Context: an optimization exercise on an open-source flow, tuned for small area and a short achievable clock period. The choices shown serve that exercise and are no tape-out recipe.
The RTL was checked by simulation tests, not by an equivalence proof against the original design.
Power and IR drop assume default switching activity.

## fft
module fft
(
	input iclk,
	input rst_n,
	input                    ien,
	input [6-1:0] iaddr,
	input [18-1:0]  iReal,
	input [18-1:0]  iImag,
	output                    oen,
	output [6-1:0] oaddr,
	output [18-1:0]  oReal,
	output [18-1:0]  oImag
);
reg        v0;
reg [5:0]  a0;
reg [35:0] x0;
always @(posedge iclk) begin
	v0 <= ien & rst_n;
	a0 <= iaddr;
	x0 <= {iReal, iImag};
end
wire v6, v5, v4, v3, v2, v1;
wire [5:0] a6, a5, a5n;
wire [3:0] a4, a3, a3n;
wire [1:0] a2;
wire [5:0] a1;
wire [35:0] x6, x5, x4, x3, x2, x1;
BF_stgX #(.S(6), .ROT(0), .SWP(1), .QK(1), .CW(6)) bf6 (
	.iclk(iclk), .rst_n(rst_n), .ien(v0), .iaddr(a0), .idata(x0),
	.oen(v6), .oaddr(a6), .oaddr_nxt(), .odata(x6));
BF_stgX #(.S(5), .ROT(1), .SWP(0), .QK(1), .CW(6)) bf5 (
	.iclk(iclk), .rst_n(rst_n), .ien(v6), .iaddr(a6), .idata(x6),
	.oen(v5), .oaddr(a5), .oaddr_nxt(a5n), .odata(x5));
wire        vt6;
wire [3:0]  at6;
wire [35:0] xt6;
ftrans_II #(.STG(6)) tw6 (
	.iclk(iclk), .rst_n(rst_n), .ien(v5), .iaddr(a5), .iaddr_nxt(a5n), .idata(x5),
	.oen(vt6), .oaddr(at6), .odata(xt6));
BF_stgX #(.S(4), .ROT(0), .SWP(1), .QK(1), .CW(4)) bf4 (
	.iclk(iclk), .rst_n(rst_n), .ien(vt6), .iaddr({2'b00, at6}), .idata(xt6),
	.oen(v4), .oaddr(a4), .oaddr_nxt(), .odata(x4));
BF_stgX #(.S(3), .ROT(1), .SWP(0), .QK(1), .CW(4)) bf3 (
	.iclk(iclk), .rst_n(rst_n), .ien(v4), .iaddr({2'b00, a4}), .idata(x4),
	.oen(v3), .oaddr(a3), .oaddr_nxt(a3n), .odata(x3));
wire        vt4;
wire [3:0]  at4;
wire [35:0] xt4;
ftrans_II #(.STG(4)) tw4 (
	.iclk(iclk), .rst_n(rst_n), .ien(v3), .iaddr({2'b00, a3}), .iaddr_nxt({2'b00, a3n}), .idata(x3),
	.oen(vt4), .oaddr(at4), .odata(xt4));
BF_stgX #(.S(2), .ROT(0), .SWP(1), .QK(0), .CW(2)) bf2 (
  ...
export LEC_CHECK = 0
export CAP_MARGIN = 20
export CORE_MARGIN = 2
export CORE_UTILIZATION = 60
export CTS_CLUSTER_DIAMETER = 60
export CTS_CLUSTER_SIZE = 26
export SLEW_MARGIN = 20
create_clock -name core_clock -period 11.0 [get_ports {iclk}]
standard.sh (not shown) runs the stock make flow with config.mk's settings and CLKGATE_MAP_FILE= SYNTH_SCRIPT=/design/flow/synth_recipe.tcl, a recipe that flattens the netlist after the stock synthesis.
==> flow/flow/run.sh <==
#!/bin/bash
# The standard layout (standard.sh) with two changes to how it is made:
# - the port buffers are plain buffers (buf_4) instead of the cell that
#   buffer_ports picks by default;
# - timing repair aims for 7.52 ns of setup slack at the design's 11 ns clock,
#   so that it works on paths the standard margin leaves alone.
set -euo pipefail
export BUFFER_PORTS_ARGS="-buffer_cell sky130_fd_sc_hd__buf_4"
export SETUP_SLACK_MARGIN=7.52
bash standard.sh > standard.log 2>&1
The baseline ran to the end with no violations.
Next try:
==> flow/flow/run.sh (replaced) <==
#!/bin/bash
# The standard layout (standard.sh) with two changes to how it is made:
# - the port buffers are plain buffers (buf_4) instead of the cell that
#   buffer_ports picks by default;
# - timing repair aims for 7.45 ns of setup slack at the design's 11 ns clock,
#   so that it works on paths the standard margin leaves alone.
set -euo pipefail
export BUFFER_PORTS_ARGS="-buffer_cell sky130_fd_sc_hd__buf_4"
export SETUP_SLACK_MARGIN=7.45
bash standard.sh > standard.log 2>&1
--- a/flow/config.mk
+++ b/flow/config.mk
@@ -9,3 +9,3 @@
 export CORE_MARGIN = 2
-export CORE_UTILIZATION = 60
+export CORE_UTILIZATION = 70
 export CTS_CLUSTER_DIAMETER = 60
- The new run passed the timing, DRC and antenna checks
- area after synthesis is unchanged
- setup slack loses 0.11 ns
- cell area is lower slightly
- non-clock buffer count shrinks by 45
- via count came out higher by a few percent
- cell count came out lower by a few percent
- sequential power increases by a few percent
- routed wire length rose by a few percent
- synthesized cell count stays the same
- power rose slightly
Next try:
--- a/flow/config.mk
+++ b/flow/config.mk
@@ -9,3 +9,3 @@
 export CORE_MARGIN = 2
-export CORE_UTILIZATION = 70
+export CORE_UTILIZATION = 60
 export CTS_CLUSTER_DIAMETER = 60
Combinational power shrinks by about 2%. Maximum frequency rose by 4.1%. Power came out lower by 0.53%. Synthesized cell count is unchanged. Cell area goes up by 0.59%.

---

== the previous run ==
Another version of the RTL of fft (not shown whole).
Size in the first run: roughly 15000 cells after synthesis, about 88 I/O pins, ~150000 um^2 of cells after synthesis.
export LEC_CHECK = 0
export CAP_MARGIN = 20
export CORE_MARGIN = 2
export CORE_UTILIZATION = 40
export SLEW_MARGIN = 20
create_clock -name core_clock -period 11.0 [get_ports {iclk}]
==> flow/flow/run.sh <==
#!/bin/bash
# The standard layout (standard.sh) with two changes to how it is made:
# - the port buffers are plain buffers (buf_4) instead of the cell that
#   buffer_ports picks by default;
# - timing repair aims for 7.4 ns of setup slack at the design's 11 ns clock,
#   so that it works on paths the standard margin leaves alone.
set -euo pipefail
export BUFFER_PORTS_ARGS="-buffer_cell sky130_fd_sc_hd__buf_4"
export SETUP_SLACK_MARGIN=7.4
bash standard.sh > standard.log 2>&1
diff inputs: the previous run => the current run
==> flow/run.sh (new file) <==
#!/bin/bash
# synth_recipe.tcl (not shown) runs the flow's synth.tcl, then flattens the netlist and writes it again
# the make line also repeats each setting of config.mk as NAME=value (left out here)
make -C /OpenROAD-flow-scripts/flow DESIGN_CONFIG=/design/flow/config.mk WORK_HOME=/design/flow/orfs CLKGATE_MAP_FILE= SYNTH_SCRIPT=/design/flow/synth_recipe.tcl finish
removed: flow/flow/run.sh
removed: flow/standard.sh
Re share of the final layout cell area in sequential cells: the current run is 0.48 points up on the previous run.
Per the comparison of the current run with the previous run, fraction of the cycle the final worst path needs climbed 8.2 points; wire length per cell went down by 1.7%; sum of overflow across all layers after global routing flat.
Diff the current run..the previous run | clock-pin slew reported for the worst setup and hold paths after clock tree synthesis | negligible
Looking at total power per unit cell area, the current run sits 2.4 nW/um^2 lower than the previous run does.
Lower setup slack goes to the current run over the previous run.
The current run vs the previous run — count of clock-buffer cells in the layout rose about 2.7%.
Global-route usage in the current run is 0.48 points below the previous run.

-- afterwards: timing with drivers on the ports --
How much do the figures lean on ideal ports? The routed layouts below were timed once more, with nothing changed but the port constraints.
Step 1 assumes that a clkbuf_16 drives the clock port and a buf_2 every other input.
Step 2 also shifts input and output timing later by t, the mid clock arrival at the registers, as if the neighbouring blocks saw the same clock.
Slacks: ideal / step 1 / step 2; pairs: ideal / step 1.
run | shift t [ns] | setup WS [ns] | worst slew at a driven data input, ns
the first run of note 1 | 1.006 | 7.357 / 7.325 / 6.959 | 0.07
the second run of note 1 | 0.999 | 7.247 / 7.247 / 6.859 | 0.11
the third run of note 1 | 0.996 | 7.396 / 7.323 / 7.103 | 0.07
the previous run | 1.024 | 7.247 / 7.247 / 7.015 | 0.07
the current run | 1.022 | 6.348 / 6.348 / 6.348 | 0.09
After both steps setup and hold are still met in every run listed. The setup slack of the first run of note 1, which loses most, moves by -0.032 ns with the drivers and by -0.398 ns with both steps.
